What follows belongs to an exercise in optimizing a design on an open flow for small area, a short achievable clock period and few clock cycles; a production flow would make more cautious choices. In this exercise RTL edits were held to simulation tests only and were not proved equivalent to the original. No activity file was given, so power comes from the tool's default toggle rates.

==> flow/standard.sh <==
#!/bin/bash
# synth_recipe.tcl (not shown) runs the flow's synth.tcl, then flattens the netlist and writes it again
# the make line also repeats each setting of config.mk as NAME=value (left out here)
make -C /OpenROAD-flow-scripts/flow DESIGN_CONFIG=/design/flow/config.mk WORK_HOME=/design/flow/orfs CLKGATE_MAP_FILE= SYNTH_SCRIPT=/design/flow/synth_recipe.tcl "${@:-finish}"
==> flow/constraint.sdc <==
create_clock -name core_clock -period 12.0 [get_ports {clk}]
set_input_delay 2.4000 -clock core_clock [delete_from_list [all_inputs] [get_ports {clk}]]
set_output_delay 2.4000 -clock core_clock [all_outputs]
set_load 0.01 [all_outputs]
==> flow/flow/run.sh <==
#!/bin/bash
set -euo pipefail
bash standard.sh SETUP_SLACK_MARGIN=8 finish > standard_make.log 2>&1
==> flow/config.mk <==
export PLATFORM = sky130hd
export DESIGN_NAME = CHIP
export DESIGN_NICKNAME = CHIP
export VERILOG_FILES = /design/flow/design.v
export SDC_FILE = /design/flow/constraint.sdc
export NUM_CORES = 8
export LEC_CHECK = 0
export CAP_MARGIN = 20
export CORE_MARGIN = 2
export CORE_UTILIZATION = 30
export SETUP_SLACK_MARGIN = 1.0
export SLEW_MARGIN = 20
==> flow/design.v <==
module CHIP(clk,
            rst_n,
            mem_wen_D,
            mem_addr_D,
            mem_wdata_D,
            mem_rdata_D,
            mem_addr_I,
            mem_rdata_I);
    input         clk, rst_n ;
    output        mem_wen_D  ;
    output [31:0] mem_addr_D ;
    output [31:0] mem_wdata_D;
    input  [31:0] mem_rdata_D;
    output [31:0] mem_addr_I ;
    input  [31:0] mem_rdata_I;
    reg  [31:0] pcF;
    reg         vD, jumpedD, predD;
    reg  [31:0] irD, pcD;
    reg         vE, killE;
    reg  [ 4:0] rdE;
    reg         wenE, loadE, storeE, brE, jalrE, predE, mdE, divE;
    reg         brGE, brLT, off4E, off8E;
    reg         subE;
    reg         selAddE, selAndE, selOrE, selXorE, selSltE, selSllE, selSrlE;
    reg  [31:0] opAE, opBE, sdE;
    reg         wenM, loadM, storeM;
    reg  [ 4:0] rdM;
    reg  [31:0] resM, sdM;
    assign mem_addr_I  = pcF;
    assign mem_addr_D  = resM;
    assign mem_wdata_D = sdM;
    assign mem_wen_D   = storeM;
    wire [4:0] opc  = irD[6:2];
    wire [4:0] rs1D = irD[19:15];
    wire [4:0] rs2D = irD[24:20];
    wire [4:0] rdD  = irD[11:7];
    wire [2:0] f3D  = irD[14:12];
    wire isOP    = (opc == 5'b01100);
    wire isOPIMM = (opc == 5'b00100);
    wire isLOAD  = (opc == 5'b00000);
    wire isSTORE = (opc == 5'b01000);
    wire isAUIPC = (opc == 5'b00101);
    wire isJAL   = (opc == 5'b11011);
    wire isJALR  = (opc == 5'b11001);
    wire isBR    = (opc == 5'b11000);
    wire opLogic = (f3D == 3'b111) || (f3D == 3'b110);
    wire isMD    = isOP & irD[25] & ~opLogic;
    wire isDIV   = (f3D == 3'b100);
    wire brSelf  = isBR & (rs1D == rs2D);
    wire off4D   = ~irD[31] & ~irD[7] & (irD[30:25] == 6'd0) & (irD[11:8] == 4'd2);
    wire off8D   = ~irD[31] & ~irD[7] & (irD[30:25] == 6'd0) & (irD[11:8] == 4'd4);
    wire usesRs1  = isOP | isOPIMM | isLOAD | isSTORE | isJALR | (isBR & ~brSelf);
    wire usesRs2  = isOP | isSTORE | (isBR & ~brSelf);
    wire writesRd = (isOP | isOPIMM | isLOAD | isAUIPC | isJAL | isJALR) & (rdD != 5'd0);
    wire [31:0] immI = {{20{irD[31]}}, irD[31:20]};
    wire [31:0] immS = {{20{irD[31]}}, irD[31:25], irD[11:7]};
    wire [31:0] immB = {{20{irD[31]}}, irD[7], irD[30:25], irD[11:8], 1'b0};
    wire [31:0] immU = {irD[31:12], 12'b0};
    wire [31:0] immJ = {{12{irD[31]}}, irD[19:12], irD[20], irD[30:21], 1'b0};
    wire dSub = isBR | (isOP & ~irD[25] & irD[30] & ~opLogic & ~isDIV);
    wire dAnd = isOP & (f3D == 3'b111);
    wire dOr  = isOP & (f3D == 3'b110);
    wire dXor = isOP & isDIV & ~irD[25];
    wire dSlt = isOPIMM & (f3D == 3'b010);
    wire dSll = isOPIMM & (f3D == 3'b001);
    wire dSrl = isOPIMM & (f3D == 3'b101);
    wire dAdd = ~(dAnd | dOr | dXor | dSlt | dSll | dSrl);
    wire [31:0] wbData = loadM ? mem_rdata_D : resM;
    wire [31:0] rf1, rf2, x1v;
    regfile rf0(
        .clk(clk), .rst_n(rst_n),
        .we(wenM), .wa(rdM), .wd(wbData),
        .ra1(rs1D), .ra2(rs2D),
        .q1(rf1), .q2(rf2), .x1(x1v));
    wire hitM1 = wenM & (rdM == rs1D);
    wire hitM2 = wenM & (rdM == rs2D);
    wire [31:0] rs1v = hitM1 ? wbData : rf1;
    wire [31:0] rs2v = hitM2 ? wbData : rf2;
    wire vEff = vE & ~killE;
    wire        mdBusy, mdDone, mdWen;
    wire [ 4:0] mdRd;
    wire [31:0] mdRes;
    wire        inject = mdDone & ~vEff;
    wire        mdPend = mdBusy & ~inject & mdWen;
    wire hitE1 = (vEff & wenE & ~mdE & (rdE == rs1D)) | (inject & mdWen & (mdRd == rs1D));
    wire hitE2 = (vEff & wenE & ~mdE & (rdE == rs2D)) | (inject & mdWen & (mdRd == rs2D));
    wire [31:0] resE;
    wire [31:0] rs1f = hitE1 ? resE : rs1v;
    wire [31:0] rs2f = hitE2 ? resE : rs2v;
    wire loadUse = vEff & loadE & wenE &
                   ((usesRs1 & (rdE == rs1D)) | (usesRs2 & (rdE == rs2D)));
    wire mdDepE  = vEff & mdE & wenE &
                   ((usesRs1 & (rdE == rs1D)) | (usesRs2 & (rdE == rs2D)) | (writesRd & (rdE == rdD)));
    wire mdDepU  = mdPend &
                   ((usesRs1 & (mdRd == rs1D)) | (usesRs2 & (mdRd == rs2D)) | (writesRd & (mdRd == rdD)));
    wire stallD  = vD & (loadUse | mdDepE | mdDepU);
    wire        takenE;
    wire [31:0] aluSum;
    wire        mdReplay;
    wire        jalrOk = predE & vD & (pcD == opAE);
    wire        redirE = vEff & ((jalrE & ~jalrOk) | (brE & takenE & ~off4E & (~off8E | jumpedD | predD)) | mdReplay);
    wire        skipD  = vEff & brE & takenE & off8E & ~jumpedD & ~predD;
    wire [31:0] redirTgtE = jalrE ? aluSum : sdE;
    wire [11:0] immLoD = irD[3] ? immJ[11:0] : immB[11:0];
    wire [12:0] loD    = {1'b0, pcD[11:0]} + {1'b0, immLoD};
    wire        hiMissD = (loD[12] != irD[31]);
    wire        redirD = vD & ~stallD & (jumpedD ? hiMissD : (isJAL | (brSelf & ~off4D)));
    wire [31:0] ir = mem_rdata_I;
    wire        jalF  = (ir[6:2] == 5'b11011);
    wire        selfF = (ir[6:2] == 5'b11000) & (ir[19:15] == ir[24:20]);
    wire        fitF  = (ir[19:12] == {8{ir[31]}});
    wire        jumpF = (jalF & fitF) | selfF;
    wire [11:0] loJF  = pcF[11:0] + {ir[20], ir[30:21], 1'b0};
    wire [11:0] loBF  = pcF[11:0] + {ir[7], ir[30:25], ir[11:8], 1'b0};
    wire [31:0] tgtF  = {pcF[31:12], ir[3] ? loJF : loBF};
    wire        jalrF = (ir[6:2] == 5'b11001) & (ir[19:15] == 5'd1) & (ir[31:20] == 12'd0);
    wire [31:0] tgtD   = pcD + (irD[3] ? immJ : immB);
    wire        keepF     = redirE | (redirD & ~skipD) | stallD;
    wire        takeJumpF = jumpF & ~keepF;
    wire        takeJalrF = jalrF & ~keepF;
    wire [31:0] pcNext    = redirE ? redirTgtE :
                            (redirD & ~skipD) ? tgtD :
                            stallD ? pcF : pcF + 32'd4;
    always @(posedge clk or negedge rst_n) begin
        if (!rst_n) begin
            pcF <= 32'h00010000;
            vD  <= 1'b0;
        end
        else begin
            pcF <= takeJumpF ? tgtF : takeJalrF ? x1v : pcNext;
            if (redirE | (redirD & ~skipD) | (skipD & stallD)) vD <= 1'b0;
            else if (!stallD)                                  vD <= 1'b1;
        end
    end
    always @(posedge clk) begin
        if (!stallD) begin
            irD <= mem_rdata_I;
            pcD <= pcF;
            jumpedD <= jumpF;
            predD   <= jalrF;
        end
    end
    wire goE = vD & ~stallD;
    always @(posedge clk or negedge rst_n) begin
        if (!rst_n) begin
            vE <= 1'b0;
            killE <= 1'b0;
            wenE <= 1'b0;
            loadE <= 1'b0;
            storeE <= 1'b0;
            brE <= 1'b0;
            jalrE <= 1'b0;
            predE <= 1'b0;
            mdE <= 1'b0;
        end
        else begin
            vE     <= goE;
            killE  <= redirE | skipD;
            wenE   <= goE & writesRd;
            loadE  <= goE & isLOAD;
            storeE <= goE & isSTORE;
            brE    <= goE & isBR & ~brSelf;
            jalrE  <= goE & isJALR;
            predE  <= predD;
            mdE    <= goE & isMD;
        end
    end
    always @(posedge clk) begin
        rdE   <= rdD;
        divE  <= isDIV;
        brGE  <= (f3D == 3'b101);
        brLT  <= (f3D == 3'b100);
        off4E <= off4D;
        off8E <= off8D;
        subE  <= dSub | dSlt | isMD;
        selAddE <= dAdd;
        selAndE <= dAnd;
        selOrE  <= dOr;
        selXorE <= dXor;
        selSltE <= dSlt;
        selSllE <= dSll;
        selSrlE <= dSrl;
        opAE  <= (isAUIPC | isJAL) ? pcD : rs1f;
        opBE  <= (isOP | isBR) ? rs2f :
                 isJAL   ? 32'd4 :
                 isSTORE ? immS :
                 isAUIPC ? immU : immI;
        sdE   <= isBR ? tgtD : isMD ? pcD : rs2f;
    end
    wire [31:0] A  = opAE;
    wire [31:0] B  = opBE;
    wire [31:0] SD = sdE;
    wire [32:0] addOut = {1'b0, A} + {1'b0, subE ? ~B : B} + {32'd0, subE};
    assign aluSum = addOut[31:0];
    wire   geu    = addOut[32];           
    wire   eqE    = (A == B);
    assign takenE = eqE | (brGE & ~aluSum[31]) | (brLT & aluSum[31]);
    wire [31:0] Arev, shr, shl;
    genvar k;
    generate
        for (k = 0; k < 32; k = k + 1) begin : rev
            assign Arev[k] = A[31-k];
            assign shl[k]  = shr[31-k];
        end
    endgenerate
    wire [31:0] shIn = selSllE ? Arev : A;
    assign shr = shIn >> B[4:0];
    wire        aZero = (A == 32'd0);
    wire        bZero = (B == 32'd0);
    wire        mdQuick = divE ? (bZero | ~geu) : (aZero | bZero);
    assign      mdReplay = mdE & ~mdQuick & mdBusy;
    wire        mdStart = vEff & mdE & ~mdQuick & ~mdBusy;
    wire        mdSel = mdE;
    assign      resE = inject ? mdRes :
                       mdSel  ? {32{divE & bZero}} :
                       ({32{selAddE}} & aluSum)
                     | ({32{selAndE}} & (A & B))
                     | ({32{selOrE }} & (A | B))
                     | ({32{selXorE}} & (A ^ B))
                     | ({32{selSltE}} & {31'd0, ~geu})
                     | ({32{selSllE}} & shl)
                     | ({32{selSrlE}} & shr);
    muldiv md0(
        .clk(clk), .rst_n(rst_n),
        .start(mdStart), .div(divE), .swap(~geu), .rd(rdE), .wen(wenE),
        .a(A), .b(B), .ack(inject),
        .busy(mdBusy), .done(mdDone), .rdOut(mdRd), .wenOut(mdWen), .res(mdRes));
    always @(posedge clk or negedge rst_n) begin
        if (!rst_n) begin
            wenM   <= 1'b0;
            loadM  <= 1'b0;
            storeM <= 1'b0;
        end
        else begin
            wenM   <= (inject & mdWen) | (wenE & ~killE & ~(mdE & ~mdQuick));
            loadM  <= loadE & ~killE;
            storeM <= storeE & ~killE;
        end
    end
    always @(posedge clk) begin
        rdM  <= inject ? mdRd : rdE;
        resM <= resE;
        sdM  <= SD;
    end
endmodule
module regfile(clk, rst_n, we, wa, wd, ra1, ra2, q1, q2, x1);
    input         clk, rst_n, we;
    input  [ 4:0] wa, ra1, ra2;
    input  [31:0] wd;
    output [31:0] q1, q2;
    output [31:0] x1;       
    reg [31:0] r [0:31];
    reg [31:1] rv;
    integer i;
    always @(posedge clk) begin
        for (i = 1; i < 32; i = i + 1)
            if (we && wa == i) r[i] <= wd;
    end
    always @(posedge clk or negedge rst_n) begin
        if (!rst_n) rv <= 31'd0;
        else if (we && wa != 5'd0) rv[wa] <= 1'b1;
    end
    wire [31:0] rvx = {rv, 1'b0};
    wire [31:0] raw1 = r[ra1];
    wire [31:0] raw2 = r[ra2];
    wire [31:0] init1 = (ra1 == 5'd2) ? 32'hBFFFFFF0 : (ra1 == 5'd3) ? 32'h10008000 : 32'd0;
    wire [31:0] init2 = (ra2 == 5'd2) ? 32'hBFFFFFF0 : (ra2 == 5'd3) ? 32'h10008000 : 32'd0;
    assign q1 = rvx[ra1] ? raw1 : init1;
    assign q2 = rvx[ra2] ? raw2 : init2;
    assign x1 = rv[1] ? r[1] : 32'd0;
endmodule
module muldiv(clk, rst_n, start, div, swap, rd, wen, a, b, ack, busy, done, rdOut, wenOut, res);
    input         clk, rst_n;
    input         start, div, swap, wen, ack;
    input  [ 4:0] rd;
    input  [31:0] a, b;
    output        busy, done;
    output [ 4:0] rdOut;
    output        wenOut;
    output [31:0] res;
    localparam IDLE = 3'd0, MUL = 3'd1, NORM = 3'd2, DIV = 3'd3, DONE = 3'd4;
    reg  [ 2:0] st;
    reg  [31:0] x;       
    reg  [31:0] y;       
    reg  [31:0] p;       
    reg  [31:0] c;       
    reg  [ 4:0] cnt;
    reg  [ 4:0] rdq;
    reg         wenq, isDiv;
    assign busy   = (st != IDLE);
    assign done   = (st == DONE);
    assign rdOut  = rdq;
    assign wenOut = wenq;
    assign res    = isDiv ? y : (p + c);
    wire [31:0] pp0 = y[0] ? x : 32'd0;
    wire [31:0] pp1 = y[1] ? {x[30:0], 1'b0} : 32'd0;
    wire [31:0] pp2 = y[2] ? {x[29:0], 2'b0} : 32'd0;
    wire [31:0] s1 = p ^ c ^ pp0;
    wire [31:0] c1 = {(p[30:0] & c[30:0]) | (p[30:0] & pp0[30:0]) | (c[30:0] & pp0[30:0]), 1'b0};
    wire [31:0] s2 = s1 ^ c1 ^ pp1;
    wire [31:0] c2 = {(s1[30:0] & c1[30:0]) | (s1[30:0] & pp1[30:0]) | (c1[30:0] & pp1[30:0]), 1'b0};
    wire [31:0] s3 = s2 ^ c2 ^ pp2;
    wire [31:0] c3 = {(s2[30:0] & c2[30:0]) | (s2[30:0] & pp2[30:0]) | (c2[30:0] & pp2[30:0]), 1'b0};
    wire [31:0] xNext = {x[28:0], 3'b000};
    wire [31:0] yNext = {3'b000, y[31:3]};
    wire        mulLast = (yNext == 32'd0) | (xNext == 32'd0);
    wire [32:0] dif = {1'b0, p} - {1'b0, x};
    wire        qbit = ~dif[32];
    wire [31:0] qNext = {y[30:0], qbit};
    wire        divLast = (cnt == 5'd0);
    wire [31:0] sm;
    assign sm[31] = p[31];
    genvar g;
    generate
        for (g = 30; g >= 0; g = g - 1) begin : smear
            assign sm[g] = sm[g+1] | p[g];
        end
    endgenerate
    wire can1 = ~x[31] & ((({x[30:0], 1'b0}) & ~sm) == 32'd0);
    wire can4 = (x[31:28] == 4'd0) & ((({x[27:0], 4'b0}) & ~sm) == 32'd0);
    always @(posedge clk or negedge rst_n) begin
        if (!rst_n) st <= IDLE;
        else begin
            case (st)
                IDLE: if (start) st <= div ? NORM : MUL;
                MUL:  if (mulLast) st <= DONE;
                NORM: if (!can1 && divLast) st <= DONE;
                      else if (!can1) st <= DIV;
                DIV:  if (divLast) st <= DONE;
                DONE: if (ack) st <= IDLE;
                default: st <= IDLE;
            endcase
        end
    end
    always @(posedge clk) begin
        case (st)
            IDLE: begin
                cnt <= 5'd0;
                rdq <= rd;
                wenq <= wen;
                isDiv <= div;
                c <= 32'd0;
                if (div) begin
                    p <= a;
                    x <= b;
                    y <= 32'd0;
                end
                else begin
                    p <= 32'd0;
                    x <= swap ? b : a;
                    y <= swap ? a : b;
                end
            end
            MUL: begin
                p <= s3;
                c <= c3;
                x <= xNext;
                y <= yNext;
            end
            NORM, DIV: begin
                if (st == NORM && can4) begin
                    x <= {x[27:0], 4'b0};
                    cnt <= cnt + 5'd4;
                end
                else if (st == NORM && can1) begin
                    x <= {x[30:0], 1'b0};
                    cnt <= cnt + 5'd1;
                end
                else begin
                    if (qbit) p <= dif[31:0];
                    y <= qNext;
                    x <= {1'b0, x[31:1]};
                    cnt <= cnt - 5'd1;
                end
            end
            default: begin
            end
        endcase
    end
endmodule
==> results of run 1 <==
routing by layer:
layer / vias to the layer above / wire length (um)
met2: 7736 / 176000
met4: 40 / 45900
met3: 2545 / 69800
met5: - / 506
met1: 36600 / 136000
li1: 29200 / -
report_power, final:
group	switching [uW]	total (uW)	internal [uW]	leakage (uW)
registers	1030	7770	6740	0.0136
logic	5790	9020	3230	0.0193
clock network	2250	5160	2920	0.00261
total	9070	22000	12900	0.0355
layout make-up:
cell class	instances	area share, %
sequential	1454	42.3
inverter	332	1.32
clock buffer	201	4.55
antenna	23	0.0584
multi-input combinational	5085	39.7
tap	3533	4.49
timing repair buffer	677	6.81
timing repair inverter	4	0.0203
clock inverter	93	0.835
kinds of logic (layout without fill, tap and decap cells):
logic type / after synthesis / in the layout / share of synthesized area, %
compound gates: 2384 / 2384 / 20.5
fa+ha+maj: 310 / 310 / 5.70
xor+xnor: 259 / 259 / 2.83
other cells: 0 / 23 / 0
simple gates: 1918 / 1922 / 11.4
flops: 1454 / 1454 / 51.6
buf+inv: 831 / 1307 / 4.26
mux: 210 / 210 / 3.69
through the flow:
step                      std cells  hold WS, ps
after global routing          11400          386
after detailed placement      10800          363
final                         11400          376
after global placement        10800          373
after floorplan                7366          324
after CTS                     11300          377
registers in the layout, indices dropped and copies added, names as in the netlist, 3 cells and up:
| register | count |
|---|---|
| sdE | 32 |
| md0.st | 3 |
| md0.x | 32 |
| md0.c | 29 |
| rdM | 5 |
| opBE | 32 |
| rf0.rv | 31 |
| md0.y | 32 |
| md0.rdq | 5 |
| sdM | 32 |
| md0.p | 32 |
| rf0.r | 992 |
| pcD | 32 |
| resM | 32 |
| rdE | 5 |
| md0.cnt | 5 |
| pcF | 32 |
| irD | 30 |
| opAE | 32 |
cell usage in the layout, fill, tap and decap left out, drive strengths merged, types with 49 or more instances in the layout:
master	count
edfxtp	1193
a22oi	889
nand2	627
buf	518
nor2	447
a21oi	416
o21ai	352
inv	332
ha	216
clkbuf	215
dfxtp	182
nand3	140
xor2	139
nand4	137
nor3	136
xnor2	120
fa	93
mux2i	92
nor4	87
and2	80
dfrtp	78
a211oi	71
dlygate4sd2	67
a221oi	67
a21o	63
clkinv	63
and3	61
mux2	59
mux4	59
a222oi	57
o22ai	57
o21bai	53
o211ai	49
critical path: cells and delay by family, from the launching register on:
| kind | cells | cell delay, ps |
|---|---|---|
| AOI/OAI and AO/OA | 2 | 500 |
| and+or+nand+nor | 8 | 2230 |
| buffers and inverters | 3 | 540 |
| xor gates and xnor gates | 1 | 150 |
| DFF | 1 | 670 |
worst max path at each step:
stage                          end  slack (ps)  cells after the start
6_report       pcF[24]$_DFFE_PN0P_        7740                     14
3_5_place_dp   pcF[29]$_DFFE_PN0P_        5860                     10
3_3_place_gp   pcF[29]$_DFFE_PN0P_        5810                     10
4_1_cts         md0.x[9]$_DFFE_PP_        7850                     18
2_1_floorplan  pcF[11]$_DFFE_PN0P_        7260                     16
5_1_grt        pcF[26]$_DFFE_PN0P_        7740                     16
timing repair:
item,in CTS,in global routing
resized for setup,721,405
pin swaps,113,130
setup buffers,146,79
gates cloned,25,11
endpoints found under the setup margin,355,289
==> impl_metrics.py, run 1 <==
metrics = {
    "run_status": {
        "outcome": "no timing/DRC/antenna violations",
    },
    "grt": {
        "use_met1_pct": 33.3,
        "grt_usage_pct": 29.8,
        "overflow": 0,
        "grtUsageMet2_pct": 43.4,
        "grt_most_used_layer": "met2",
        "grt_pass1_wl_um": 571000,
        "gr-usage-met3_pct": 14.2,
        "grt_max_degree": 67,
        "antenna_found_initial": 35,
        "grt_pass1_vias": 70500,
    },
    "clock_tree": {
        "cts_max_level": 4,
        "root_buffer": "clkbuf_16",
        "ctsHoldBuffers": 0,
        "clock_path_buffers": 4,
        "insertion_delay_ps": 940,
        "cts_tree": "built",
        "cts_buffers": 167,
        "cts.clk_slew.worst_paths_ps": 60,
        "cts_sinks": 1454,
    },
    "logic_synthesis": {
        "synth_ff_type": "edfxtp_1",
        "synth_common_cells": "edfxtp_1, a22oi_1, nand2_1",
        "synthCells": 7366,
        "yosysMostFrequentCell": "edfxtp_1",
        "synth_edf_count": 1193,
        "synth_top_area_share_pct": 44.6,
        "synth_area_leaders": "edfxtp_1, a22oi_1, dfxtp_1, ha_1, nand2_1",
        "yosysUniqueCellTypes": 102,
        "ys_ff_latch": 1454,
        "synth.cell_area_sq_mm": 0.0803,
        "synth_top_cell_by_area": "edfxtp_1",
        "ys_async_sr_fraction_pct": 5.43,
        "ys_seq_area_share_pct": 51.6,
        "avgSynthCellArea_sq_um": 10.9,
        "syn_nets": 7741,
        "ys_warn_count": 36,
    },
    "worst_setup_path": {
        "cp.required_ps": 12730,
        "setup.worst_path.end_class": "flop",
        "rrSetupSlack_ps": 7740,
        "slowest_stage": "dfxtp_2",
        "crit_chain": "xor2_1 > nor4_1 > nand4_1 > nor4_1 > nand4_1 > nand3_1 > o31ai_4 > buf_6 > nor2_4 > buf_12 > buf_4 > nor2_1 > a2111oi_4 > nor2_1",
        "critical_path.max_stage_delay_ps": 670,
        "timing.rr.start": "opAE[27]$_DFF_P_",
        "reg2reg_depth": 14,
        "cp-start-kind": "flop",
        "crit_start": "opAE[27]$_DFF_P_",
        "critical_path_arrival_ps": 4990,
        "path_class": "reg2reg",
        "critical_path_peak_fanout": 11,
        "timing.rr.end": "pcF[24]$_DFFE_PN0P_",
    },
    "route": {
        "drc": 0,
        "final_antenna_net_count": 0,
        "drt-pass1-iter-count": 13,
        "dr.first_iter.drc_count": 16400,
        "post_drt_wl_per_cell_um": 37.6,
        "via_per_inst": 6.68,
        "via_count": 76100,
        "wirelength_um": 428000,
    },
    "cells_and_area": {
        "nFillCells": 25600,
        "fin_nets": 8096,
        "final-seq-area_sq_mm": 0.0416,
        "final_layout_size_suffix_gt1_share_pct": 20.0,
        "syn_to_final_growth_pct": 22.7,
        "multiInputGateArea_sq_mm": 0.0391,
        "design_area_sq_mm": 0.0985,
        "fin_util_pct": 37.1,
    },
    "floorplanning": {
        "dieArea_sq_mm": 0.272,
        "die_w_um": 521,
        "ios": 163,
        "core_area_sq_mm": 0.266,
        "dieHeight_um": 521,
        "start_util_pct": 30.2,
        "rows": 189,
    },
    "placement": {
        "place_hpwl_um": 263000,
        "port_buffers": 160,
        "place_ws_ps": 5860,
        "postPlaceCellArea_sq_mm": 0.0870,
        "gp_congestion": 1.04,
    },
    "sta": {
        "finClkSkew_ps": 127,
        "finalHoldViolCount": 0,
        "slew_headroom_pct": 12.5,
        "finalSetupTns_ps": 0,
        "worst_slack_ps": 7740,
        "grt_setup_unrepaired": "yes",
        "drv_slew": 0,
        "worst_slew_pin_slew_ps": 1300,
        "finalCriticalPeriod_ps": 4260,
        "finalCritPeriodShare_pct": 35.5,
        "setup_viol": 0,
        "fmax_mhz": 235,
    },
    "hold_path": {
        "min_from": "predD$_DFFE_PN_",
        "whs_path_depth": 0,
        "min_to": "predE$_DFF_PN0_",
        "hp-class": "reg2reg",
    },
    "power_and_ir_drop": {
        "vdd_ir_drop_max_mv": 0.126,
        "leakagePower_uw": 0.0355,
        "p_per_area_mw_per_mm2": 223,
        "power.total_uw": 22000,
    },
    "run": {
        "cap_violations": 0,
    },
}
Testbench counts, summed over its fixed seeds: cycles 24,900.
==> run 2, diff against run 1 <==
--- a/flow/design.v
+++ b/flow/design.v
@@ -14,7 +14,7 @@
     output [31:0] mem_addr_I ;
     input  [31:0] mem_rdata_I;
     reg  [31:0] pcF;
-    reg         vD, jumpedD, predD;
+    reg         vD, jumpedD, predD, hiMissD;
     reg  [31:0] irD, pcD;
     reg         vE, killE;
     reg  [ 4:0] rdE;
@@ -101,18 +101,16 @@
     wire        redirE = vEff & ((jalrE & ~jalrOk) | (brE & takenE & ~off4E & (~off8E | jumpedD | predD)) | mdReplay);
     wire        skipD  = vEff & brE & takenE & off8E & ~jumpedD & ~predD;
     wire [31:0] redirTgtE = jalrE ? aluSum : sdE;
-    wire [11:0] immLoD = irD[3] ? immJ[11:0] : immB[11:0];
-    wire [12:0] loD    = {1'b0, pcD[11:0]} + {1'b0, immLoD};
-    wire        hiMissD = (loD[12] != irD[31]);
     wire        redirD = vD & ~stallD & (jumpedD ? hiMissD : (isJAL | (brSelf & ~off4D)));
     wire [31:0] ir = mem_rdata_I;
     wire        jalF  = (ir[6:2] == 5'b11011);
     wire        selfF = (ir[6:2] == 5'b11000) & (ir[19:15] == ir[24:20]);
     wire        fitF  = (ir[19:12] == {8{ir[31]}});
     wire        jumpF = (jalF & fitF) | selfF;
-    wire [11:0] loJF  = pcF[11:0] + {ir[20], ir[30:21], 1'b0};
-    wire [11:0] loBF  = pcF[11:0] + {ir[7], ir[30:25], ir[11:8], 1'b0};
-    wire [31:0] tgtF  = {pcF[31:12], ir[3] ? loJF : loBF};
+    wire [12:0] loJF  = {1'b0, pcF[11:0]} + {1'b0, ir[20], ir[30:21], 1'b0};
+    wire [12:0] loBF  = {1'b0, pcF[11:0]} + {1'b0, ir[7], ir[30:25], ir[11:8], 1'b0};
+    wire [31:0] tgtF  = {pcF[31:12], ir[3] ? loJF[11:0] : loBF[11:0]};
+    wire        hiMissF = ((ir[3] ? loJF[12] : loBF[12]) != ir[31]);
     wire        jalrF = (ir[6:2] == 5'b11001) & (ir[19:15] == 5'd1) & (ir[31:20] == 12'd0);
     wire [31:0] tgtD   = pcD + (irD[3] ? immJ : immB);
     wire        keepF     = redirE | (redirD & ~skipD) | stallD;
@@ -137,6 +135,7 @@
             irD <= mem_rdata_I;
             pcD <= pcF;
             jumpedD <= jumpF;
+            hiMissD <= hiMissF;
             predD   <= jalrF;
         end
     end
@@ -294,15 +293,12 @@
     assign res    = isDiv ? y : (p + c);
     wire [31:0] pp0 = y[0] ? x : 32'd0;
     wire [31:0] pp1 = y[1] ? {x[30:0], 1'b0} : 32'd0;
-    wire [31:0] pp2 = y[2] ? {x[29:0], 2'b0} : 32'd0;
     wire [31:0] s1 = p ^ c ^ pp0;
     wire [31:0] c1 = {(p[30:0] & c[30:0]) | (p[30:0] & pp0[30:0]) | (c[30:0] & pp0[30:0]), 1'b0};
     wire [31:0] s2 = s1 ^ c1 ^ pp1;
     wire [31:0] c2 = {(s1[30:0] & c1[30:0]) | (s1[30:0] & pp1[30:0]) | (c1[30:0] & pp1[30:0]), 1'b0};
-    wire [31:0] s3 = s2 ^ c2 ^ pp2;
-    wire [31:0] c3 = {(s2[30:0] & c2[30:0]) | (s2[30:0] & pp2[30:0]) | (c2[30:0] & pp2[30:0]), 1'b0};
-    wire [31:0] xNext = {x[28:0], 3'b000};
-    wire [31:0] yNext = {3'b000, y[31:3]};
+    wire [31:0] xNext = {x[29:0], 2'b00};
+    wire [31:0] yNext = {2'b00, y[31:2]};
     wire        mulLast = (yNext == 32'd0) | (xNext == 32'd0);
     wire [32:0] dif = {1'b0, p} - {1'b0, x};
     wire        qbit = ~dif[32];
@@ -352,8 +348,8 @@
                 end
             end
             MUL: begin
-                p <= s3;
-                c <= c3;
+                p <= s2;
+                c <= c2;
                 x <= xNext;
                 y <= yNext;
             end
==> flow/flow/run.sh (replaced) <==
#!/bin/bash
set -euo pipefail
bash standard.sh SETUP_SLACK_MARGIN=8 "BUFFER_PORTS_ARGS=-buffer_cell sky130_fd_sc_hd__buf_4" finish > standard_make.log 2>&1
--- a/flow/config.mk
+++ b/flow/config.mk
@@ -7,6 +7,6 @@
 export LEC_CHECK = 0
 export CAP_MARGIN = 20
 export CORE_MARGIN = 2
-export CORE_UTILIZATION = 30
+export CORE_UTILIZATION = 55
 export SETUP_SLACK_MARGIN = 1.0
 export SLEW_MARGIN = 20
==> impl_metrics.py, run 2 <==
metrics = {
    "cells_and_area": {
        "final_common_cell": "edfxtp_1",
        "syn_to_final_growth_pct": 19.9,
        "finalNonFillerCells": 9625,
        "design_area_sq_mm": 0.0960,
        "fin_nets": 7936,
        "final_cell_mix": "edfxtp_1, a22oi_1, buf_4, nand2_1, a21oi_1",
        "final_layout_size_suffix_gt1_share_pct": 21.2,
        "largest_register_ffs": 992,
        "regMostFlops": "rf0.r",
        "fin_util_pct": 66.6,
        "nFillCells": 10900,
    },
    "sta": {
        "worst_slew_pin_slew_ps": 1270,
        "finClkSkew_ps": 84.1,
        "timing.hold.ws_ps": 334,
        "finalSetupTns_ps": 0,
        "setup_viol": 0,
        "finalCritPeriodShare_pct": 36.1,
        "slew_headroom_pct": 14.8,
        "drv_slew": 0,
        "finalHoldViolCount": 0,
        "grt_setup_unrepaired": "yes",
        "fmax_mhz": 231,
        "finalCriticalPeriod_ps": 4330,
    },
    "clock_tree": {
        "cts_tree": "built",
        "root_buffer": "clkbuf_16",
        "cts_max_level": 4,
        "cts.clk_slew.worst_paths_ps": 70,
        "cts_sinks": 1456,
        "cts_buffers": 155,
        "insertion_delay_ps": 850,
        "ctsHoldBuffers": 0,
        "clock_path_buffers": 3,
    },
    "logic_synthesis": {
        "yosysMostFrequentCell": "edfxtp_1",
        "ys_seq_area_share_pct": 51.8,
        "synth.cell_area_sq_mm": 0.0801,
        "ys_async_sr_fraction_pct": 5.43,
        "ys_warn_count": 36,
        "synth_top_area_share_pct": 44.8,
        "ys_ff_latch": 1456,
        "synth_area_leaders": "edfxtp_1, a22oi_1, dfxtp_1, ha_1, a21oi_1",
        "synth_edf_count": 1195,
        "syn_nets": 7604,
        "synth_common_cells": "edfxtp_1, a22oi_1, a21oi_1",
        "synth_top_cell_by_area": "edfxtp_1",
        "synthCells": 7250,
        "yosysUniqueCellTypes": 103,
        "avgSynthCellArea_sq_um": 11.0,
        "synth_ff_type": "edfxtp_1",
    },
    "grt": {
        "grt_usage_pct": 53.9,
        "grt_pass1_wl_um": 553000,
        "overflow": 0,
        "grt_pass1_vias": 69900,
        "antenna_found_initial": 27,
        "grt_max_degree": 74,
    },
    "power_and_ir_drop": {
        "power.net_switching_uw": 8590,
        "p_per_area_mw_per_mm2": 219,
        "p_int_uw": 12400,
        "leakagePower_uw": 0.0350,
        "p_sw_share_pct": 40.9,
        "seqPwrFrac_pct": 36.6,
        "vdd_ir_drop_max_mv": 0.161,
        "pwr-share-comb_pct": 39.5,
        "clkPwrFrac_pct": 23.9,
    },
    "route": {
        "drc": 0,
        "via_count": 77300,
        "final_antenna_net_count": 0,
        "wirelength_um": 418000,
        "dr.first_iter.drc_count": 18100,
        "drt-pass1-iter-count": 14,
        "post_drt_wl_per_cell_um": 43.4,
        "via_per_inst": 8.03,
    },
    "run": {
        "cap_violations": 0,
    },
    "worst_setup_path": {
        "path_class": "reg2reg",
        "cp.required_ps": 12760,
        "setup.worst_path.end_class": "flop",
        "critical_path_arrival_ps": 5090,
        "slowest_stage": "o211ai_1",
        "critical_path.max_stage_delay_ps": 640,
        "cp-start-kind": "flop",
        "crit_chain": "buf_4 > nand2_1 > nor3_2 > buf_4 > nand4_1 > o31ai_4 > buf_6 > a21boi_0 > o211ai_1 > o2bb2ai_1",
        "critical_path_peak_fanout": 28,
        "cpMostUsedCell": "buf_4",
    },
    "run_status": {
        "outcome": "no timing/DRC/antenna violations",
    },
    "floorplanning": {
        "dieHeight_um": 386,
        "start_util_pct": 55.6,
        "ios": 163,
        "core_area_sq_mm": 0.144,
        "dieArea_sq_mm": 0.149,
        "die_w_um": 386,
        "rows": 139,
    },
    "placement": {
        "place_inst": 9038,
        "place_hpwl_um": 259000,
        "gp_congestion": 1.08,
        "port_buffers": 160,
        "postPlaceCellArea_sq_mm": 0.0842,
    },
    "hold_path": {
        "hp-class": "reg2reg",
    },
}
==> run 2: changes by cell type after synthesis, sizes merged, moves of 27 or more <==
| cell | before | now |
|---|---|---|
| a22o | 22 | 61 |
| mux2i | 92 | 147 |
| nand2 | 627 | 448 |
| nor2 | 447 | 397 |
| inv | 331 | 273 |
| clkbuf | 299 | 411 |
| fa | 93 | 66 |
| nand3 | 140 | 184 |
| buf | 200 | 111 |
| a22oi | 889 | 828 |
| a21oi | 416 | 457 |
==> run 2: final timing paths <==
check | from | endpoint | slack (ps) | depth (start not counted)
worst max-delay path | md0.st[2]$_DFFE_PN0P_ | sdE[14]$_DFF_P_ | 7670 | 10
worst min-delay path | sdE[25]$_DFF_P_ | sdM[25]$_DFF_P_ | 330 | 0
worst max register to register | md0.st[2]$_DFFE_PN0P_ | sdE[14]$_DFF_P_ | 7670 | 10
worst min register to register | sdE[25]$_DFF_P_ | sdM[25]$_DFF_P_ | 330 | 0
max in group asynchronous | rst_n | rf0.rv[15]$_DFFE_PN0P_ | 9240 | 2
min in group asynchronous | rst_n | md0.st[1]$_DFFE_PN0P_ | 1630 | 1
==> run 2: cell type report <==
type                    count  area (sq um)  area share (%)
inverters                 274          1070            1.12
multi-input cells        5005         39100            40.7
well taps                1903          2380            2.48
clock inverters            98          1110            1.15
repair inverters            7          38.8          0.0404
repair buffers            683          6590            6.86
diodes                     11          27.5          0.0287
clock buffers             188          4130            4.30
flip-flops and latches   1456         41600            43.3
==> run 2: logic make-up after synthesis <==
logic type	Yosys count	synth area share [%]
AOI/OAI and AO/OA	2409	20.9
xor gates and xnor gates	252	2.76
adders and majority gates	289	5.13
buffers and inverters	796	3.90
DFF	1456	51.8
muxes	271	4.47
and+or+nand+nor	1777	11.0
==> run 2: critical path, delay by kind of cell (launching register included) <==
kind / cells / cell delay, ps
AO/OA/AOI/OAI: 4 / 1440
buffers and inverters: 3 / 1440
flip-flops: 1 / 530
AND/OR/NAND/NOR: 3 / 840
==> run 2: power groups by stage <==
stage	Clock, uW	Combinational (uW)	Sequential (uW)
floorplan	0	4360	7200
global placement	0	6750	7720
detailed placement	0	6850	7730
CTS	4950	7280	7620
global route	5150	8580	7680
finish	5010	8290	7690
==> run 2: per-stage QoR <==
stage	total power, uW	setup slack [ps]
floorplan	11600	7630
global placement	14500	5690
detailed placement	14600	5670
CTS	19900	7830
global route	21400	7720
finish	21000	7670
==> run 2: metal layers <==
metal | share of wire, % | track usage (%) | routed length [um] | up-vias
met4 | 11 | 41.4 | 44800 | 53
met3 | 19 | 27.7 | 77600 | 2898
met2 | 39 | 73.2 | 162000 | 8773
li1 | - | - | - | 29000
met5 | 0.25 | 2.14 | 1050 | -
met1 | 32 | 64.0 | 132000 | 36500
==> run 2: timing repair <==
item / 4_1_cts / 5_1_grt
gates resized for setup: 402 / 410
pin swaps: 80 / 145
gates cloned: 21 / 19
setup buffers: 123 / 125
setup endpoints to repair: 329 / 283
Testbench counts of run 2, summed over its fixed seeds: cycles 25,374.
==> run 3, diff against run 2 <==
--- a/flow/design.v
+++ b/flow/design.v
@@ -209,6 +209,9 @@
     wire        mdQuick = divE ? (bZero | ~geu) : (aZero | bZero);
     assign      mdReplay = mdE & ~mdQuick & mdBusy;
     wire        mdStart = vEff & mdE & ~mdQuick & ~mdBusy;
+    wire        mdSwap = ((A[31:8] == 24'd0) & (B[31:8] != 24'd0)) |
+                         ((A[31:16] == 16'd0) & (B[31:16] != 16'd0)) |
+                         ((A[31:24] == 8'd0) & (B[31:24] != 8'd0));
     wire        mdSel = mdE;
     assign      resE = inject ? mdRes :
                        mdSel  ? {32{divE & bZero}} :
@@ -221,7 +224,7 @@
                      | ({32{selSrlE}} & shr);
     muldiv md0(
         .clk(clk), .rst_n(rst_n),
-        .start(mdStart), .div(divE), .swap(~geu), .rd(rdE), .wen(wenE),
+        .start(mdStart), .div(divE), .swap(mdSwap), .rd(rdE), .wen(wenE),
         .a(A), .b(B), .ack(inject),
         .busy(mdBusy), .done(mdDone), .rdOut(mdRd), .wenOut(mdWen), .res(mdRes));
     always @(posedge clk or negedge rst_n) begin
@@ -281,7 +284,7 @@
     reg  [ 2:0] st;
     reg  [31:0] x;       
     reg  [31:0] y;       
-    reg  [31:0] p;       
+    reg  [32:0] p;       
     reg  [31:0] c;       
     reg  [ 4:0] cnt;
     reg  [ 4:0] rdq;
@@ -290,22 +293,24 @@
     assign done   = (st == DONE);
     assign rdOut  = rdq;
     assign wenOut = wenq;
-    assign res    = isDiv ? y : (p + c);
+    assign res    = isDiv ? y : (p[31:0] + c);
     wire [31:0] pp0 = y[0] ? x : 32'd0;
     wire [31:0] pp1 = y[1] ? {x[30:0], 1'b0} : 32'd0;
-    wire [31:0] s1 = p ^ c ^ pp0;
+    wire [31:0] s1 = p[31:0] ^ c ^ pp0;
     wire [31:0] c1 = {(p[30:0] & c[30:0]) | (p[30:0] & pp0[30:0]) | (c[30:0] & pp0[30:0]), 1'b0};
     wire [31:0] s2 = s1 ^ c1 ^ pp1;
     wire [31:0] c2 = {(s1[30:0] & c1[30:0]) | (s1[30:0] & pp1[30:0]) | (c1[30:0] & pp1[30:0]), 1'b0};
     wire [31:0] xNext = {x[29:0], 2'b00};
     wire [31:0] yNext = {2'b00, y[31:2]};
     wire        mulLast = (yNext == 32'd0) | (xNext == 32'd0);
-    wire [32:0] dif = {1'b0, p} - {1'b0, x};
+    wire [32:0] xOp = {33{~p[32]}} ^ {1'b0, x};           
+    wire [33:0] difC = {p, 1'b1} + {xOp, ~p[32]};         
+    wire [32:0] dif = difC[33:1];
     wire        qbit = ~dif[32];
     wire [31:0] qNext = {y[30:0], qbit};
     wire        divLast = (cnt == 5'd0);
     wire [31:0] sm;
-    assign sm[31] = p[31];
+    assign sm[31] = p[31];    
     genvar g;
     generate
         for (g = 30; g >= 0; g = g - 1) begin : smear
@@ -337,18 +342,18 @@
                 isDiv <= div;
                 c <= 32'd0;
                 if (div) begin
-                    p <= a;
+                    p <= {1'b0, a};
                     x <= b;
                     y <= 32'd0;
                 end
                 else begin
-                    p <= 32'd0;
+                    p <= 33'd0;
                     x <= swap ? b : a;
                     y <= swap ? a : b;
                 end
             end
             MUL: begin
-                p <= s2;
+                p <= {1'b0, s2};
                 c <= c2;
                 x <= xNext;
                 y <= yNext;
@@ -363,7 +368,7 @@
                     cnt <= cnt + 5'd1;
                 end
                 else begin
-                    if (qbit) p <= dif[31:0];
+                    p <= dif;
                     y <= qNext;
                     x <= {1'b0, x[31:1]};
                     cnt <= cnt - 5'd1;
--- a/flow/config.mk
+++ b/flow/config.mk
@@ -8,5 +8,7 @@
 export CAP_MARGIN = 20
 export CORE_MARGIN = 2
 export CORE_UTILIZATION = 55
+export CTS_CLUSTER_DIAMETER = 80
+export CTS_CLUSTER_SIZE = 25
 export SETUP_SLACK_MARGIN = 1.0
 export SLEW_MARGIN = 20
==> impl_metrics.py, run 3 <==
metrics = {
    "run_status": {
        "outcome": "no timing/DRC/antenna violations",
    },
    "cells_and_area": {
        "top_regs": "rf0.r: 992 flops, md0.p: 33 flops",
        "fin_util_pct": 63.3,
        "regMostFlops": "rf0.r",
        "largest_register_ffs": 992,
        "final_common_cell": "edfxtp_1",
        "fin_nets": 7885,
        "syn_to_final_growth_pct": 14.6,
        "final_cell_mix": "edfxtp_1, a22oi_1, nand2_1, buf_4, a21oi_1",
        "nFillCells": 11700,
        "finalNonFillerCells": 9525,
        "final_layout_size_suffix_gt1_share_pct": 18.2,
    },
    "worst_setup_path": {
        "reg2reg_depth": 12,
        "critical_path_peak_fanout": 8,
        "crit_cells": 12,
        "cp-start-kind": "primary input",
        "crit_chain": "buf_12 > or4_4 > nor3_4 > nand4_1 > a311oi_4 > o211ai_1 > a211oi_2 > buf_6 > and2_4 > buf_12 > a22oi_1 > o21ai_1",
        "critical_path_arrival_ps": 5290,
        "setup.worst_path.end_class": "flop",
        "cpMostUsedCell": "buf_12",
        "cpLargestDelayFamily": "simple AND/OR/NAND/NOR gates",
        "critical_path.max_stage_delay_ps": 540,
        "cp.required_ps": 12690,
        "slowest_stage": "or4_4",
        "crit_buf_inv": 3,
        "path_class": "in2reg",
    },
    "power_and_ir_drop": {
        "p_int_uw": 11100,
        "clkPwrFrac_pct": 17.0,
        "power.net_switching_uw": 8580,
        "pwr-share-comb_pct": 43.8,
        "leakagePower_uw": 0.0332,
        "vdd_ir_drop_max_mv": 0.184,
        "p_per_area_mw_per_mm2": 214,
        "seqPwrFrac_pct": 39.1,
        "p_sw_share_pct": 43.6,
    },
    "sta": {
        "finalSetupTns_ps": 0,
        "worst_slew_pin_slew_ps": 1250,
        "fmax_mhz": 217,
        "finalHoldViolCount": 0,
        "finalCriticalPeriod_ps": 4610,
        "setup_viol": 0,
        "finClkSkew_ps": 49.4,
        "grt_setup_unrepaired": "yes",
        "slew_headroom_pct": 16.1,
        "finalCritPeriodShare_pct": 38.4,
        "drv_slew": 0,
    },
    "floorplanning": {
        "core_area_sq_mm": 0.145,
        "dieHeight_um": 386,
        "rows": 140,
        "start_util_pct": 55.3,
        "die_w_um": 386,
        "dieArea_sq_mm": 0.149,
        "ios": 163,
    },
    "logic_synthesis": {
        "synth_area_leaders": "edfxtp_1, a22oi_1, dfxtp_1, ha_1, a21oi_1",
        "synth_xor_area_share_pct": 3.19,
        "synth_edf_count": 1196,
        "yosys.area_share.simple_pct": 11.3,
        "synth_top_area_share_pct": 44.7,
        "yosysUniqueCellTypes": 99,
        "avgSynthCellArea_sq_um": 10.9,
        "ys_warn_count": 36,
        "synth_ff_type": "edfxtp_1",
        "synth_top_family_by_area": "compound AO/OA/AOI/OAI gates",
        "synth_top_cell_by_area": "edfxtp_1",
        "synth-compound-area-share_pct": 20.9,
        "synth_adder_area_share_pct": 5.08,
        "syn_nets": 7700,
        "ys_ff_latch": 1457,
        "yosysMostFrequentCell": "edfxtp_1",
        "synth_common_cells": "edfxtp_1, a22oi_1, nand2_1",
        "synth.area.mux_share_pct": 4.16,
        "ys_async_sr_fraction_pct": 5.42,
        "synthCells": 7347,
        "ys_seq_area_share_pct": 51.7,
        "synth.cell_area_sq_mm": 0.0803,
    },
    "clock_tree": {
        "cts_sinks": 1457,
        "cts_buffers": 84,
        "cts_max_level": 3,
        "cts_tree": "built",
        "cts.clk_slew.worst_paths_ps": 110,
        "clock_path_buffers": 3,
        "root_buffer": "clkbuf_16",
        "insertion_delay_ps": 770,
    },
    "grt": {
        "grt_pass1_wl_um": 547000,
        "antenna_found_initial": 27,
        "overflow": 0,
        "grt_usage_pct": 53.0,
        "grt_pass1_vias": 68900,
        "grt_max_degree": 74,
    },
    "route": {
        "final_antenna_net_count": 0,
        "via_count": 75200,
        "post_drt_wl_per_cell_um": 42.9,
        "via_per_inst": 7.89,
        "drc": 0,
        "drt-pass1-iter-count": 14,
        "dr.first_iter.drc_count": 16000,
        "wirelength_um": 409000,
    },
    "placement": {
        "gp_congestion": 1.10,
        "port_buffers": 160,
        "place_inst": 9140,
        "place_hpwl_um": 258000,
    },
    "hold_path": {
        "hp-class": "reg2reg",
        "whs_path_depth": 0,
    },
    "run": {
        "cap_violations": 0,
    },
}
==> run 3: cell count changes in the layout (fill, tap and decap cells not counted), sizes merged, moves of 30 or more <==
cell    delta
buf       -73
nand2    +108
clkinv    -46
a22o      -35
clkbuf    -94
nor2      +33
and2      -36
a221oi    -30
a22oi     +52
a31oi     +33
==> run 3: layout make-up <==
type	instances	area, sq um	area share (%)
timing repair buffer	604	5390	5.86
antenna	19	47.5	0.0516
clock buffer	98	2180	2.36
multi-input combinational	5137	38800	42.2
sequential	1457	41600	45.2
timing repair inverter	4	20.0	0.0217
inverter	244	948	1.03
tap	1917	2400	2.61
clock inverter	45	616	0.669
==> run 3: worst reg2reg max path, cell delays in order (launching register included) <==
cell	delay, ps
edfxtp_1	570
or4_1	600
nor4_1	590
nand3_1	350
a311oi_1	610
or3_4	370
o21ai_1	140
a211oi_2	290
buf_6	160
and2_4	260
buf_12	180
a22oi_1	90
o21ai_1	120
==> run 3: power groups by stage <==
stage                     clock [uW]  combinational, uW  sequential, uW
after CTS                       3300               7930            7630
after floorplan                    0               4810            7240
after global routing            3470               9000            7710
final                           3360               8620            7710
after global placement             0               7390            7740
after detailed placement           0               7530            7760
==> run 3: final timing paths <==
kind | endpoint | start | slack, ps
setup / recovery | pcF[13]$_DFFE_PN0P_ | mem_rdata_I[24] | 7390
hold / removal | sdM[27]$_DFF_P_ | sdE[27]$_DFF_P_ | 350
setup reg to reg | pcF[13]$_DFFE_PN0P_ | irD[29]$_DFFE_PN_ | 7620
hold reg to reg | sdM[27]$_DFF_P_ | sdE[27]$_DFF_P_ | 350
max in group asynchronous | pcF[11]$_DFFE_PN0P_ | rst_n | 9130
min in group asynchronous | md0.st[0]$_DFFE_PN0P_ | rst_n | 1660
==> run 3: through the flow <==
step / cell area (sq um) / total power, uW / setup WS (ps) / hold slack, ps
2_1_floorplan: 80600 / 12000 / 7580 / 324
3_3_place_gp: 84600 / 15100 / 6300 / 333
3_5_place_dp: 84700 / 15300 / 6260 / 339
4_1_cts: 90000 / 18900 / 7550 / 358
5_1_grt: 92000 / 20200 / 7360 / 370
6_report: 92100 / 19700 / 7390 / 355
==> run 3: cells by family after synthesis <==
logic type | Yosys count
compound gates | 2431
fa+ha+maj | 287
simple gates | 1866
buf+inv | 756
flops | 1457
mux | 257
xor+xnor | 293
==> run 3: metal layers <==
metal	GRT usage [%]	share of wire (%)
met1	64.1	33
met2	72.7	39
met3	25.1	17
met4	40.5	10
met5	0.130	0.062
==> run 3: repair_timing <==
item	in CTS	in global routing
buffers inserted	113	90
gates resized for setup	342	249
endpoints found under the setup margin	267	164
hold buffers	0	0
cloned	10	8
pin swaps	65	75
Testbench counts of run 3, summed over its fixed seeds: cycles 25,344.
==> run 4, diff against run 3 <==
--- a/flow/design.v
+++ b/flow/design.v
@@ -65,6 +65,7 @@
     wire dSll = isOPIMM & (f3D == 3'b001);
     wire dSrl = isOPIMM & (f3D == 3'b101);
     wire dAdd = ~(dAnd | dOr | dXor | dSlt | dSll | dSrl);
+    wire dSubAll = dSub | dSlt | isMD;    
     wire [31:0] wbData = loadM ? mem_rdata_D : resM;
     wire [31:0] rf1, rf2, x1v;
     regfile rf0(
@@ -80,7 +81,7 @@
     wire        mdBusy, mdDone, mdWen;
     wire [ 4:0] mdRd;
     wire [31:0] mdRes;
-    wire        inject = mdDone & ~vEff;
+    wire        inject = mdDone & (~vEff | (~wenE & ~loadE & ~storeE & ~mdE));
     wire        mdPend = mdBusy & ~inject & mdWen;
     wire hitE1 = (vEff & wenE & ~mdE & (rdE == rs1D)) | (inject & mdWen & (mdRd == rs1D));
     wire hitE2 = (vEff & wenE & ~mdE & (rdE == rs2D)) | (inject & mdWen & (mdRd == rs2D));
@@ -113,19 +114,20 @@
     wire        hiMissF = ((ir[3] ? loJF[12] : loBF[12]) != ir[31]);
     wire        jalrF = (ir[6:2] == 5'b11001) & (ir[19:15] == 5'd1) & (ir[31:20] == 12'd0);
     wire [31:0] tgtD   = pcD + (irD[3] ? immJ : immB);
-    wire        keepF     = redirE | (redirD & ~skipD) | stallD;
-    wire        takeJumpF = jumpF & ~keepF;
-    wire        takeJalrF = jalrF & ~keepF;
-    wire [31:0] pcNext    = redirE ? redirTgtE :
-                            (redirD & ~skipD) ? tgtD :
-                            stallD ? pcF : pcF + 32'd4;
+    wire [31:0] pcSeq  = stallD ? pcF :
+                         jumpF  ? tgtF :
+                         jalrF  ? x1v : pcF + 32'd4;
+    wire [31:0] pcRest = redirD ? tgtD : pcSeq;
+    wire        useSeq = skipD & ~redirE;
+    wire        useRest = ~skipD & ~redirE;
+    wire [31:0] pcNext = ({32{redirE}} & redirTgtE) | ({32{useSeq}} & pcSeq) | ({32{useRest}} & pcRest);
     always @(posedge clk or negedge rst_n) begin
         if (!rst_n) begin
             pcF <= 32'h00010000;
             vD  <= 1'b0;
         end
         else begin
-            pcF <= takeJumpF ? tgtF : takeJalrF ? x1v : pcNext;
+            pcF <= pcNext;
             if (redirE | (redirD & ~skipD) | (skipD & stallD)) vD <= 1'b0;
             else if (!stallD)                                  vD <= 1'b1;
         end
@@ -171,7 +173,7 @@
         brLT  <= (f3D == 3'b100);
         off4E <= off4D;
         off8E <= off8D;
-        subE  <= dSub | dSlt | isMD;
+        subE  <= dSubAll;
         selAddE <= dAdd;
         selAndE <= dAnd;
         selOrE  <= dOr;
@@ -180,19 +182,20 @@
         selSllE <= dSll;
         selSrlE <= dSrl;
         opAE  <= (isAUIPC | isJAL) ? pcD : rs1f;
-        opBE  <= (isOP | isBR) ? rs2f :
-                 isJAL   ? 32'd4 :
-                 isSTORE ? immS :
-                 isAUIPC ? immU : immI;
+        opBE  <= {32{dSubAll}} ^ ((isOP | isBR) ? rs2f :
+                                  isJAL   ? 32'd4 :
+                                  isSTORE ? immS :
+                                  isAUIPC ? immU : immI);
         sdE   <= isBR ? tgtD : isMD ? pcD : rs2f;
     end
     wire [31:0] A  = opAE;
-    wire [31:0] B  = opBE;
+    wire [31:0] Bx = opBE;                
+    wire [31:0] B  = ~Bx;                 
     wire [31:0] SD = sdE;
-    wire [32:0] addOut = {1'b0, A} + {1'b0, subE ? ~B : B} + {32'd0, subE};
+    wire [32:0] addOut = {1'b0, A} + {1'b0, Bx} + {32'd0, subE};
     assign aluSum = addOut[31:0];
     wire   geu    = addOut[32];           
-    wire   eqE    = (A == B);
+    wire   eqE    = &(A ^ Bx);            
     assign takenE = eqE | (brGE & ~aluSum[31]) | (brLT & aluSum[31]);
     wire [31:0] Arev, shr, shl;
     genvar k;
@@ -203,9 +206,9 @@
         end
     endgenerate
     wire [31:0] shIn = selSllE ? Arev : A;
-    assign shr = shIn >> B[4:0];
+    assign shr = shIn >> Bx[4:0];
     wire        aZero = (A == 32'd0);
-    wire        bZero = (B == 32'd0);
+    wire        bZero = (Bx == 32'hFFFFFFFF);    
     wire        mdQuick = divE ? (bZero | ~geu) : (aZero | bZero);
     assign      mdReplay = mdE & ~mdQuick & mdBusy;
     wire        mdStart = vEff & mdE & ~mdQuick & ~mdBusy;
@@ -216,9 +219,9 @@
     assign      resE = inject ? mdRes :
                        mdSel  ? {32{divE & bZero}} :
                        ({32{selAddE}} & aluSum)
-                     | ({32{selAndE}} & (A & B))
-                     | ({32{selOrE }} & (A | B))
-                     | ({32{selXorE}} & (A ^ B))
+                     | ({32{selAndE}} & (A & Bx))
+                     | ({32{selOrE }} & (A | Bx))
+                     | ({32{selXorE}} & (A ^ Bx))
                      | ({32{selSltE}} & {31'd0, ~geu})
                      | ({32{selSllE}} & shl)
                      | ({32{selSrlE}} & shr);
@@ -293,7 +296,7 @@
     assign done   = (st == DONE);
     assign rdOut  = rdq;
     assign wenOut = wenq;
-    assign res    = isDiv ? y : (p[31:0] + c);
+    assign res    = isDiv ? c : (p[31:0] + c);
     wire [31:0] pp0 = y[0] ? x : 32'd0;
     wire [31:0] pp1 = y[1] ? {x[30:0], 1'b0} : 32'd0;
     wire [31:0] s1 = p[31:0] ^ c ^ pp0;
@@ -307,7 +310,7 @@
     wire [33:0] difC = {p, 1'b1} + {xOp, ~p[32]};         
     wire [32:0] dif = difC[33:1];
     wire        qbit = ~dif[32];
-    wire [31:0] qNext = {y[30:0], qbit};
+    wire [31:0] qNext = {c[30:0], qbit};
     wire        divLast = (cnt == 5'd0);
     wire [31:0] sm;
     assign sm[31] = p[31];    
@@ -344,7 +347,7 @@
                 if (div) begin
                     p <= {1'b0, a};
                     x <= b;
-                    y <= 32'd0;
+                    y <= b;
                 end
                 else begin
                     p <= 33'd0;
@@ -369,12 +372,15 @@
                 end
                 else begin
                     p <= dif;
-                    y <= qNext;
+                    c <= qNext;
                     x <= {1'b0, x[31:1]};
                     cnt <= cnt - 5'd1;
                 end
+                y <= yNext;      
             end
             default: begin
+                x <= xNext;      
+                y <= yNext;
             end
         endcase
     end
--- a/flow/config.mk
+++ b/flow/config.mk
@@ -7,8 +7,6 @@
 export LEC_CHECK = 0
 export CAP_MARGIN = 20
 export CORE_MARGIN = 2
-export CORE_UTILIZATION = 55
-export CTS_CLUSTER_DIAMETER = 80
-export CTS_CLUSTER_SIZE = 25
+export CORE_UTILIZATION = 30
 export SETUP_SLACK_MARGIN = 1.0
 export SLEW_MARGIN = 20
==> impl_metrics.py, run 4 <==
metrics = {
    "floorplanning": {
        "rows": 189,
        "dieArea_sq_mm": 0.271,
        "dieHeight_um": 521,
        "ios": 163,
        "start_util_pct": 30.2,
        "die_w_um": 521,
        "core_area_sq_mm": 0.265,
    },
    "sta": {
        "finalHoldViolCount": 0,
        "finalCritPeriodShare_pct": 35.3,
        "worst_slew_pin_slew_ps": 1220,
        "timing.hold.ws_ps": 352,
        "setup_viol": 0,
        "drv_slew": 0,
        "slew_headroom_pct": 18.9,
        "finClkSkew_ps": 71.0,
        "worst_slack_ps": 7770,
        "fmax_mhz": 236,
        "finalSetupTns_ps": 0,
        "finalCriticalPeriod_ps": 4230,
        "grt_setup_unrepaired": "yes",
    },
    "placement": {
        "place_hpwl_um": 259000,
        "port_buffers": 160,
        "place_ws_ps": 6360,
        "gp_congestion": 1.02,
    },
    "logic_synthesis": {
        "ys_async_sr_fraction_pct": 5.41,
        "ys_ff_latch": 1459,
        "synth_area_leaders": "edfxtp_1, a22oi_1, dfxtp_1, ha_1, a21oi_1",
        "synth_ff_type": "edfxtp_1",
        "synth_top_area_share_pct": 42.5,
        "yosysMostFrequentCell": "edfxtp_1",
        "avgSynthCellArea_sq_um": 10.8,
        "synth_top_cell_by_area": "edfxtp_1",
        "ys_warn_count": 36,
        "syn_nets": 7750,
        "synth_common_cells": "edfxtp_1, a22oi_1, nand2_1",
        "yosysUniqueCellTypes": 103,
        "synth_edf_count": 1134,
        "synth.cell_area_sq_mm": 0.0801,
        "ys_seq_area_share_pct": 51.1,
        "synthCells": 7424,
    },
    "worst_setup_path": {
        "critical_path_peak_fanout": 4,
        "setup.worst_path.end_class": "flop",
        "critical_path_arrival_ps": 4960,
        "cp-start-kind": "flop",
        "crit_chain": "buf_12 > mux2_4 > ha_4 > fa_2 > a211o_1 > a21o_1 > a2111oi_4 > buf_4 > o31ai_4 > a21oi_4 > nor3b_2 > o41a_1 > o21a_1 > nor2_2 > xnor3_1 > a221o_1",
        "cp.required_ps": 12730,
        "crit_buf_inv": 2,
        "slowest_stage": "o41a_1",
        "cpLargestDelayFamily": "compound AO/OA/AOI/OAI gates",
        "critical_path.max_stage_delay_ps": 450,
        "path_class": "reg2reg",
    },
    "clock_tree": {
        "cts_sinks": 1459,
        "root_buffer": "clkbuf_16",
        "insertion_delay_ps": 890,
        "cts_tree": "built",
        "cts_max_level": 4,
        "clock_path_buffers": 3,
        "cts.clk_slew.worst_paths_ps": 70,
        "ctsHoldBuffers": 0,
        "cts_buffers": 160,
    },
    "cells_and_area": {
        "final_layout_size_suffix_gt1_share_pct": 19.9,
        "largest_register_ffs": 992,
        "final_common_cell": "edfxtp_1",
        "fin_util_pct": 36.6,
        "regMostFlops": "rf0.r",
        "top_regs": "rf0.r: 992 flops, md0.p: 33 flops",
        "final_cell_mix": "edfxtp_1, a22oi_1, nand2_1, buf_4, a21oi_1",
        "syn_to_final_growth_pct": 21.2,
        "fin_nets": 8004,
    },
    "grt": {
        "grt_usage_pct": 29.8,
        "grt_max_degree": 82,
        "overflow": 0,
        "grt_pass1_wl_um": 571000,
        "grt_pass1_vias": 70500,
        "antenna_found_initial": 25,
    },
    "power_and_ir_drop": {
        "leakagePower_uw": 0.0344,
        "vdd_ir_drop_max_mv": 0.163,
        "p_per_area_mw_per_mm2": 225,
    },
    "route": {
        "wirelength_um": 425000,
        "drc": 0,
        "post_drt_wl_per_cell_um": 37.3,
        "via_count": 75700,
        "dr.first_iter.drc_count": 15100,
        "drt-pass1-iter-count": 14,
        "final_antenna_net_count": 0,
        "via_per_inst": 6.66,
    },
    "run": {
        "cap_violations": 0,
    },
    "run_status": {
        "outcome": "no timing/DRC/antenna violations",
    },
    "hold_path": {
        "hp-class": "reg2reg",
    },
}
-- run 4: kinds of logic (layout without fill, tap and decap cells) --
family	Yosys count	count (layout)	synth area share (%)
flip-flops	1459	1459	51.1
AO/OA/AOI/OAI	2445	2447	21.2
AND/OR/NAND/NOR	1957	1960	11.8
XOR/XNOR	269	269	2.96
multiplexers	259	259	4.35
buffers and inverters	775	1162	3.83
other	0	20	0
adder cells (fa/ha/maj)	260	260	4.70
-- run 4: cell type report --
cell class,instances,area (sq um)
clock inverters,94,1160
flip-flops and latches,1459,41000
repair buffers,662,6310
multi-input cells,5195,39100
fillers,25800,168000
clock buffers,206,4290
inverters,200,768
well taps,3533,4420
diodes,20,50.0
-- run 4: timing repair --
item                                    4_1_cts  5_1_grt
buffers inserted                            154       85
endpoints found under the setup margin      302      195
cloned                                       17        6
endpoints found under the hold margin         0        0
pin swaps                                   130      128
gates resized for setup                     405      269
-- run 4: per-stage QoR --
step | area (sq um) | cells | total power (uW)
after global placement | 86300 | 10800 | 15300
final | 97200 | 11400 | 21900
after global routing | 97100 | 11300 | 22500
after detailed placement | 86300 | 10800 | 15400
after CTS | 95000 | 11300 | 21100
after floorplan | 80500 | 7424 | 12100
-- run 4: metal layers --
metal | vias up | track usage, % | wire length, um
met5 | - | 0.614 | 395
met4 | 18 | 22.9 | 42000
met3 | 2092 | 12.8 | 66000
met2 | 7519 | 43.1 | 175000
met1 | 36700 | 34.7 | 141000
li1 | 29400 | - | -
-- run 4: path summary, 6_finish.rpt --
check	start	endpoint	slack, ps	cells after the start
worst min register to register	sdE[24]$_DFF_P_	sdM[24]$_DFF_P_	350	0
worst max register to register	irD[3]$_DFFE_PN_	pcF[31]$_DFF_PN0_	7770	16
worst min-delay path	sdE[24]$_DFF_P_	sdM[24]$_DFF_P_	350	0
min in group asynchronous	rst_n	rf0.rv[18]$_DFFE_PN0P_	1450	1
max in group asynchronous	rst_n	pcF[22]$_DFF_PN0_	9190	2
worst max-delay path	irD[3]$_DFFE_PN_	pcF[31]$_DFF_PN0_	7770	16
-- run 4: power breakdown --
part	switching, uW	total, uW	internal, uW
clock network	2290	5220	2930
registers	1030	7720	6690
logic	5720	8920	3200
total	9040	21900	12800
Testbench counts of run 4, summed over its fixed seeds: cycles 25,228.

what the ideal ports hide:
The results above use ideal ports. As a check the final layouts listed here were re-extracted and re-timed, cells and wires unchanged. Step 1, drivers: a clkbuf_16 drives clk and a buf_2 each remaining input, both assumed. Step 2, shift: input delay + t, output delay - t, t = (earliest + latest rising clock arrival at the registers) / 2. This alone moves slack from input paths to output paths. Slacks: no drivers / after step 1 / after step 2; pairs: no drivers / after step 1.
run	t (ns)	slack for setup (ns)	cell pins on the clock port's net
run 1	0.962	7.740 / 7.740 / 6.951	1
run 2	0.902	7.673 / 7.673 / 7.077	1
run 3	0.831	7.395 / 7.429 / 6.598	1
run 4	0.940	7.765 / 7.765 / 6.953	1
After both steps setup and hold are still met in every run listed. For run 4, which loses most, drivers alone change the setup slack by 0.000 ns; drivers and shift together by -0.812 ns.
